From an optimization exercise on the open Yosys and OpenROAD flow, aimed at a short achievable clock period and few clock cycles; shortcuts taken in it are not production practice. Only simulation tests tie the RTL to the original design; equivalence was not proved. Power figures rest on the tool's default switching activity, not on a simulated workload.

==> inputs of run a <==
Design top, start of the top module:
module top (
    clk,
    rst,
    imem_addr,
    imem_data,
    dmem_addr,
    dmem_wdata,
    dmem_we,
    dmem_re,
    dmem_rdata,
    debug
);
==> module top, before the edit <==
module top (
    clk,
    rst,
    imem_addr,
    imem_data,
    dmem_addr,
    dmem_wdata,
    dmem_we,
    dmem_re,
    dmem_rdata,
    debug
);
input   logic           clk;
input   logic           rst;
output  logic [INSTRUCTION_MEMORY_ADDRESS_WIDTH - 1 : 0] imem_addr;
input   logic [INSTRUCTION_WIDTH - 1 : 0]                imem_data;
output  logic [DATA_MEMORY_ADDRESS_WIDTH - 1 : 0]        dmem_addr;
output  logic [RISC_V_DATA_WIDTH - 1 : 0]                dmem_wdata;
output  logic                                            dmem_we;
output  logic                                            dmem_re;
input   logic [RISC_V_DATA_WIDTH - 1 : 0]                dmem_rdata;
output  logic [15:0]    debug;
localparam logic [6:0] OP_LOAD = 7'b0000011, OP_STORE = 7'b0100011,
                       OP_ARITH = 7'b0110011, OP_BRANCH = 7'b1100011;
logic [7:0]  pc;             
logic        d_valid;        
logic [4:0]  d_rd;
logic        d_ld, d_st, d_wen;
logic        d_arith;        
logic        d_sub;
logic        d_or;
logic [8:0]  d_imm;          
logic        d_check;        
logic        d_pred;         
logic [7:0]  d_alt;          
logic [63:0] d_r1, d_r2;     
logic        d_fx1, d_fx2;   
logic        d_fw1, d_fw2;   
logic        x_ld, x_st, x_wen;
logic        x_ldsel;        
logic        x_arith;
logic        x_cin;
logic [4:0]  x_rd;
logic [63:0] x_a, x_bx;      
logic [63:0] x_lg;           
logic [8:0]  x_addr;
logic [63:0] x_wdata;
logic        w_en;           
logic [4:0]  w_rd;
logic [63:0] w_val;
wire [31:0] f_ir   = imem_data;
wire [6:0]  f_opc  = f_ir[6:0];
wire [4:0]  f_rs1  = f_ir[19:15];
wire [4:0]  f_rs2  = f_ir[24:20];
wire [2:0]  f_f3   = f_ir[14:12];
wire [6:0]  f_f7   = f_ir[31:25];
wire        f_ld   = (f_opc == OP_LOAD);
wire        f_st   = (f_opc == OP_STORE);
wire        f_ar   = (f_opc == OP_ARITH);
wire        f_br   = (f_opc == OP_BRANCH);
wire        f_add  = (f_f7 == 7'b0000000) && (f_f3 == 3'b000);
wire        f_sub  = (f_f7 == 7'b0100000) && (f_f3 == 3'b000);
wire        f_or   = (f_f7 == 7'b0000000) && (f_f3 == 3'b110);
wire        f_same = (f_rs1 == f_rs2);
wire        f_pred = f_br & (f_same | f_ir[31]);
wire [7:0]  f_seq  = pc + 8'd1;
wire [7:0]  f_tgt  = pc + {f_ir[27:25], f_ir[11:8], 1'b0};
wire f_fx1 = d_valid & d_wen & (d_rd == f_rs1);
wire f_fx2 = d_valid & d_wen & (d_rd == f_rs2);
wire f_fw1 = x_wen & (x_rd == f_rs1);
wire f_fw2 = x_wen & (x_rd == f_rs2);
wire [64:0] x_sum65 = {x_a, 1'b1} + {x_bx, x_cin};
wire [63:0] x_sum   = x_sum65[64:1];
wire [63:0] x_alu   = x_arith ? x_sum : x_lg;
wire [63:0] x_res   = x_ldsel ? dmem_rdata : x_alu;
assign imem_addr  = pc;
assign dmem_addr  = x_addr;
assign dmem_wdata = x_wdata;
assign dmem_we    = x_st;
assign dmem_re    = x_ld;
logic [63:0] rf1, rf2;
register_file register_file (
    .clk(clk),
    .rst(rst),
    .reg_num_r0(f_rs1),
    .reg_num_r1(f_rs2),
    .reg_num_w(x_rd),
    .r_data_0(rf1),
    .r_data_1(rf2),
    .w_data(x_res),
    .ctrl_reg_w(x_wen),
    .debug(debug));
wire [63:0] b1 = d_fw1 ? w_val : d_r1;    
wire [63:0] b2 = d_fw2 ? w_val : d_r2;
wire [63:0] v1 = d_fx1 ? x_res : b1;
wire [63:0] v2 = d_fx2 ? x_res : b2;
wire [63:0] z    = d_fx1 ? b2 : b1;
wire [63:0] k    = x_a ^ x_bx ^ z;
wire [62:0] co   = (x_a[62:0] & x_bx[62:0]) | (x_a[62:0] & k[62:0]) | (x_bx[62:0] & k[62:0]);
wire        e_sum = (k[0] == x_cin) && (co == k[63:1]);
wire        e_x  = x_ldsel ? (dmem_rdata == z) : (x_arith ? e_sum : (x_lg == z));
wire        e_0  = (b1 == b2);
wire        d_eq = (d_fx1 | d_fx2) ? e_x : e_0;
wire        d_misp = d_valid & d_check & (d_eq ^ d_pred);
always_ff @(posedge clk or posedge rst) begin
    if (rst) begin
        pc      <= 8'd0;
        d_valid <= 1'b0;
        x_ld    <= 1'b0;
        x_st    <= 1'b0;
        x_wen   <= 1'b0;
        w_en    <= 1'b0;
    end else begin
        pc      <= d_misp ? d_alt : (f_pred ? f_tgt : f_seq);
        d_valid <= ~d_misp;
        x_ld    <= d_valid & d_ld;
        x_st    <= d_valid & d_st;
        x_wen   <= d_valid & d_wen;
        w_en    <= x_wen;
    end
end
always_ff @(posedge clk) begin
    d_rd    <= f_ir[11:7];
    d_ld    <= f_ld;
    d_st    <= f_st;
    d_wen   <= f_ld | f_ar;
    d_arith <= f_add | f_sub;
    d_sub   <= f_sub;
    d_or    <= f_or;
    d_imm   <= f_st ? {f_ir[28:25], f_ir[11:7]} : f_ir[28:20];
    d_check <= f_br & ~f_same;
    d_pred  <= f_pred;
    d_alt   <= f_pred ? f_seq : f_tgt;
    d_r1    <= rf1;
    d_r2    <= rf2;
    d_fx1   <= f_fx1;
    d_fx2   <= f_fx2;
    d_fw1   <= f_fw1 & ~f_fx1;
    d_fw2   <= f_fw2 & ~f_fx2;
    x_rd    <= d_rd;
    x_ldsel <= d_ld;
    x_arith <= d_arith;
    x_cin   <= d_sub;
    x_a     <= v1;
    x_bx    <= d_sub ? ~v2 : v2;
    x_lg    <= d_or ? (v1 | v2) : (v1 & v2);
    x_addr  <= v1[8:0] + d_imm;
    x_wdata <= v2;
    w_rd    <= x_rd;
    w_val   <= x_res;
end
endmodule
clock: 13.5 ns
lec_check: 0
cap_margin: 20
core_margin: 2
core_utilization: 30
place_density: 0.4
slew_margin: 20
standard.sh (not shown) runs the stock make flow with config.mk's settings and CLKGATE_MAP_FILE= SYNTH_SCRIPT=/design/flow/synth_recipe.tcl, a recipe that flattens the netlist after the stock synthesis.
==> flow/flow/run.sh <==
#!/bin/bash
# The standard layout (the standard.sh, with the standard synthesis unchanged), except:
#  - timing repair aims for more setup slack than the 13.5 ns clock needs, so that the
#    achieved period shrinks;
#  - every input and output port still gets its own buffer, but a plain buffer
#    (buf_4, which the resizer may resize) instead of the default delay cell.
set -euo pipefail
export SETUP_SLACK_MARGIN="${OWN_SETUP_MARGIN:-9}"
export BUFFER_PORTS_ARGS="-buffer_cell sky130_fd_sc_hd__buf_4"
bash standard.sh > standard_flow.log 2>&1
==> run b: changes against run a <==
--- a/flow/design.v
+++ b/flow/design.v
@@ -84,6 +84,7 @@
 logic [7:0]  d_alt;          
 logic [63:0] d_r1, d_r2;     
-logic        d_fx1, d_fx2;   
-logic        d_fw1, d_fw2;   
+logic        d_fx1, d_fw1, d_fv1, d_fr1;
+logic        d_fx2, d_fw2, d_fv2, d_fr2;
+logic        d_zw, d_zv, d_zr1, d_zr2;
 logic        x_ld, x_st, x_wen;
 logic        x_ldsel;        
@@ -98,4 +99,7 @@
 logic [4:0]  w_rd;
 logic [63:0] w_val;
+logic        w2_en;          
+logic [4:0]  w2_rd;
+logic [63:0] w2_val;
 wire [31:0] f_ir   = imem_data;
 wire [6:0]  f_opc  = f_ir[6:0];
@@ -119,4 +123,12 @@
 wire f_fw1 = x_wen & (x_rd == f_rs1);
 wire f_fw2 = x_wen & (x_rd == f_rs2);
+wire f_fv1 = w_en & (w_rd == f_rs1);
+wire f_fv2 = w_en & (w_rd == f_rs2);
+wire f_s1w = ~f_fx1 & f_fw1;
+wire f_s1v = ~f_fx1 & ~f_fw1 & f_fv1;
+wire f_s1r = ~f_fx1 & ~f_fw1 & ~f_fv1;
+wire f_s2w = ~f_fx2 & f_fw2;
+wire f_s2v = ~f_fx2 & ~f_fw2 & f_fv2;
+wire f_s2r = ~f_fx2 & ~f_fw2 & ~f_fv2;
 wire [64:0] x_sum65 = {x_a, 1'b1} + {x_bx, x_cin};
 wire [63:0] x_sum   = x_sum65[64:1];
@@ -134,15 +146,16 @@
     .reg_num_r0(f_rs1),
     .reg_num_r1(f_rs2),
-    .reg_num_w(x_rd),
+    .reg_num_w(w_rd),
     .r_data_0(rf1),
     .r_data_1(rf2),
-    .w_data(x_res),
-    .ctrl_reg_w(x_wen),
+    .w_data(w_val),
+    .ctrl_reg_w(w_en),
     .debug(debug));
-wire [63:0] b1 = d_fw1 ? w_val : d_r1;    
-wire [63:0] b2 = d_fw2 ? w_val : d_r2;
-wire [63:0] v1 = d_fx1 ? x_res : b1;
-wire [63:0] v2 = d_fx2 ? x_res : b2;
-wire [63:0] z    = d_fx1 ? b2 : b1;
+wire [63:0] b1 = ({64{d_fw1}} & w_val) | ({64{d_fv1}} & w2_val) | ({64{d_fr1}} & d_r1);
+wire [63:0] b2 = ({64{d_fw2}} & w_val) | ({64{d_fv2}} & w2_val) | ({64{d_fr2}} & d_r2);
+wire [63:0] v1 = ({64{d_fx1}} & x_res) | b1;
+wire [63:0] v2 = ({64{d_fx2}} & x_res) | b2;
+wire [63:0] z    = ({64{d_zw}} & w_val) | ({64{d_zv}} & w2_val) |
+                   ({64{d_zr1}} & d_r1) | ({64{d_zr2}} & d_r2);
 wire [63:0] k    = x_a ^ x_bx ^ z;
 wire [62:0] co   = (x_a[62:0] & x_bx[62:0]) | (x_a[62:0] & k[62:0]) | (x_bx[62:0] & k[62:0]);
@@ -160,4 +173,5 @@
         x_wen   <= 1'b0;
         w_en    <= 1'b0;
+        w2_en   <= 1'b0;
     end else begin
         pc      <= d_misp ? d_alt : (f_pred ? f_tgt : f_seq);
@@ -167,4 +181,5 @@
         x_wen   <= d_valid & d_wen;
         w_en    <= x_wen;
+        w2_en   <= w_en;
     end
 end
@@ -184,7 +199,15 @@
     d_r2    <= rf2;
     d_fx1   <= f_fx1;
+    d_fw1   <= f_s1w;
+    d_fv1   <= f_s1v;
+    d_fr1   <= f_s1r;
     d_fx2   <= f_fx2;
-    d_fw1   <= f_fw1 & ~f_fx1;
-    d_fw2   <= f_fw2 & ~f_fx2;
+    d_fw2   <= f_s2w;
+    d_fv2   <= f_s2v;
+    d_fr2   <= f_s2r;
+    d_zw    <= f_fx1 ? f_s2w : f_s1w;
+    d_zv    <= f_fx1 ? f_s2v : f_s1v;
+    d_zr1   <= ~f_fx1 & f_s1r;
+    d_zr2   <= f_fx1 & f_s2r;
     x_rd    <= d_rd;
     x_ldsel <= d_ld;
@@ -198,4 +221,6 @@
     w_rd    <= x_rd;
     w_val   <= x_res;
+    w2_rd   <= w_rd;
+    w2_val  <= w_val;
 end
 endmodule
==> flow/flow/run.sh (replaced) <==
#!/bin/bash
# The standard layout (the standard.sh, with the standard synthesis unchanged), except:
#  - timing repair aims for more setup slack than the 13.5 ns clock needs, so that the
#    achieved period shrinks;
#  - every input and output port still gets its own buffer, but a plain buffer
#    (buf_4, which the resizer may resize) instead of the default delay cell;
#  - after global routing, antennas are repaired once more with a ratio margin.
# ORFS writes each step's full log under orfs/logs/; make's own output goes to
# standard_flow.log here.
set -euo pipefail
export SETUP_SLACK_MARGIN="${OWN_SETUP_MARGIN:-9.2}"
export BUFFER_PORTS_ARGS="-buffer_cell sky130_fd_sc_hd__buf_4"
export POST_GLOBAL_ROUTE_TCL="$PWD/flow/antenna_margin.tcl"
bash standard.sh > standard_flow.log 2>&1
==> flow/flow/antenna_margin.tcl (new file) <==
# Sourced after global routing (POST_GLOBAL_ROUTE_TCL): repair antennas once more with a
# ratio margin, so that fewer antenna violations are left for the loop of repairs and
# full re-routes after detailed routing.
repair_antennas -ratio_margin 20 -iterations 3
check_antennas
==> run c: changes against run a <==
--- a/flow/design.v
+++ b/flow/design.v
@@ -84,6 +84,7 @@
 logic [7:0]  d_alt;          
 logic [63:0] d_r1, d_r2;     
-logic        d_fx1, d_fx2;   
-logic        d_fw1, d_fw2;   
+logic        d_fx1, d_fw1, d_fv1, d_fr1;
+logic        d_fx2, d_fw2, d_fv2, d_fr2;
+logic        d_zw, d_zv, d_zr1, d_zr2;
 logic        x_ld, x_st, x_wen;
 logic        x_ldsel;        
@@ -98,4 +99,7 @@
 logic [4:0]  w_rd;
 logic [63:0] w_val;
+logic        w2_en;          
+logic [4:0]  w2_rd;
+logic [63:0] w2_val;
 wire [31:0] f_ir   = imem_data;
 wire [6:0]  f_opc  = f_ir[6:0];
@@ -119,4 +123,12 @@
 wire f_fw1 = x_wen & (x_rd == f_rs1);
 wire f_fw2 = x_wen & (x_rd == f_rs2);
+wire f_fv1 = w_en & (w_rd == f_rs1);
+wire f_fv2 = w_en & (w_rd == f_rs2);
+wire f_s1w = ~f_fx1 & f_fw1;
+wire f_s1v = ~f_fx1 & ~f_fw1 & f_fv1;
+wire f_s1r = ~f_fx1 & ~f_fw1 & ~f_fv1;
+wire f_s2w = ~f_fx2 & f_fw2;
+wire f_s2v = ~f_fx2 & ~f_fw2 & f_fv2;
+wire f_s2r = ~f_fx2 & ~f_fw2 & ~f_fv2;
 wire [64:0] x_sum65 = {x_a, 1'b1} + {x_bx, x_cin};
 wire [63:0] x_sum   = x_sum65[64:1];
@@ -134,15 +146,16 @@
     .reg_num_r0(f_rs1),
     .reg_num_r1(f_rs2),
-    .reg_num_w(x_rd),
+    .reg_num_w(w_rd),
     .r_data_0(rf1),
     .r_data_1(rf2),
-    .w_data(x_res),
-    .ctrl_reg_w(x_wen),
+    .w_data(w_val),
+    .ctrl_reg_w(w_en),
     .debug(debug));
-wire [63:0] b1 = d_fw1 ? w_val : d_r1;    
-wire [63:0] b2 = d_fw2 ? w_val : d_r2;
-wire [63:0] v1 = d_fx1 ? x_res : b1;
-wire [63:0] v2 = d_fx2 ? x_res : b2;
-wire [63:0] z    = d_fx1 ? b2 : b1;
+wire [63:0] b1 = ({64{d_fw1}} & w_val) | ({64{d_fv1}} & w2_val) | ({64{d_fr1}} & d_r1);
+wire [63:0] b2 = ({64{d_fw2}} & w_val) | ({64{d_fv2}} & w2_val) | ({64{d_fr2}} & d_r2);
+wire [63:0] v1 = ({64{d_fx1}} & x_res) | b1;
+wire [63:0] v2 = ({64{d_fx2}} & x_res) | b2;
+wire [63:0] z    = ({64{d_zw}} & w_val) | ({64{d_zv}} & w2_val) |
+                   ({64{d_zr1}} & d_r1) | ({64{d_zr2}} & d_r2);
 wire [63:0] k    = x_a ^ x_bx ^ z;
 wire [62:0] co   = (x_a[62:0] & x_bx[62:0]) | (x_a[62:0] & k[62:0]) | (x_bx[62:0] & k[62:0]);
@@ -160,4 +173,5 @@
         x_wen   <= 1'b0;
         w_en    <= 1'b0;
+        w2_en   <= 1'b0;
     end else begin
         pc      <= d_misp ? d_alt : (f_pred ? f_tgt : f_seq);
@@ -167,4 +181,5 @@
         x_wen   <= d_valid & d_wen;
         w_en    <= x_wen;
+        w2_en   <= w_en;
     end
 end
@@ -184,7 +199,15 @@
     d_r2    <= rf2;
     d_fx1   <= f_fx1;
+    d_fw1   <= f_s1w;
+    d_fv1   <= f_s1v;
+    d_fr1   <= f_s1r;
     d_fx2   <= f_fx2;
-    d_fw1   <= f_fw1 & ~f_fx1;
-    d_fw2   <= f_fw2 & ~f_fx2;
+    d_fw2   <= f_s2w;
+    d_fv2   <= f_s2v;
+    d_fr2   <= f_s2r;
+    d_zw    <= f_fx1 ? f_s2w : f_s1w;
+    d_zv    <= f_fx1 ? f_s2v : f_s1v;
+    d_zr1   <= ~f_fx1 & f_s1r;
+    d_zr2   <= f_fx1 & f_s2r;
     x_rd    <= d_rd;
     x_ldsel <= d_ld;
@@ -198,4 +221,6 @@
     w_rd    <= x_rd;
     w_val   <= x_res;
+    w2_rd   <= w_rd;
+    w2_val  <= w_val;
 end
 endmodule
==> flow/flow/run.sh (replaced) <==
#!/bin/bash
# The standard layout (the standard.sh, with the standard synthesis unchanged), except:
#  - timing repair aims for more setup slack than the 13.5 ns clock needs, so that the
#    achieved period shrinks;
#  - every input and output port still gets its own buffer, but a plain buffer
#    (buf_4, which the resizer may resize) instead of the default delay cell;
#  - after global routing, antennas are repaired once more with a ratio margin.
# ORFS writes each step's full log under orfs/logs/; make's own output goes to
# standard_flow.log here.
set -euo pipefail
export SETUP_SLACK_MARGIN="${OWN_SETUP_MARGIN:-9.2}"
export BUFFER_PORTS_ARGS="-buffer_cell sky130_fd_sc_hd__buf_4"
export POST_GLOBAL_ROUTE_TCL="$PWD/flow/antenna_margin.tcl"
bash standard.sh > standard_flow.log 2>&1
==> flow/flow/antenna_margin.tcl (new file) <==
# Sourced after global routing (POST_GLOBAL_ROUTE_TCL): repair antennas once more with a
# ratio margin, so that fewer antenna violations are left for the loop of repairs and
# full re-routes after detailed routing.
repair_antennas -ratio_margin 20 -iterations 3
check_antennas
--- a/flow/config.mk
+++ b/flow/config.mk
@@ -10,3 +10,3 @@
 export CORE_UTILIZATION = 30
 export PLACE_DENSITY = 0.4
-export SLEW_MARGIN = 20
+export SLEW_MARGIN = 35
==> run summary <==
Register-to-register slack, highest first: run b, run c, run a.
Critical path depth: run a is lower than run b (5).
Sequential power is about the same in run c and run b.
Against run a, the routed wire length of run c is lower by about 0.5%.
Between run c and run b, the lower via count is in run c (gap 0.59%, measured against run b).
Of run c and run a, run a has the higher combinational power (gap about 80%, measured against run a).
Core utilization, highest first: run c, run b, run a.
In synthesized area, run c and run b do not differ.
Testbench counts of run a, summed over its fixed seeds: cycles 15,899.
Testbench counts of run b, summed over its fixed seeds: cycles 15,899.
Testbench counts of run c, summed over its fixed seeds: cycles 15,899.

-- separate check: timing with driven ports --
In the flow no input, the clock included, has a driving cell. The finished layouts below were timed again as built, in two steps. Step 1, drivers: a clkbuf_16 drives clk and a buf_2 each remaining input, both assumed. Step 2 moves the port delays by t, midway between the first and last clock arrival at a register: inputs arrive t later, outputs are due t later. That takes back most of the time a late clock gives input paths. Three values: ideal ports, drivers, drivers and shift; two values: the first two.
run | t, ns | setup WS [ns] | worst setup path at the end
run a | 1.062 | 8.817 / 8.779 / 7.716 | input to register
run b | 1.082 | 9.034 / 9.016 / 7.934 | input to register
run c | 1.075 | 8.954 / 8.954 / 7.959 | input to register
After both steps setup and hold are still met in every run listed. The setup slack of run a, which loses most, moves by -0.038 ns with the drivers and by -1.101 ns with both steps.
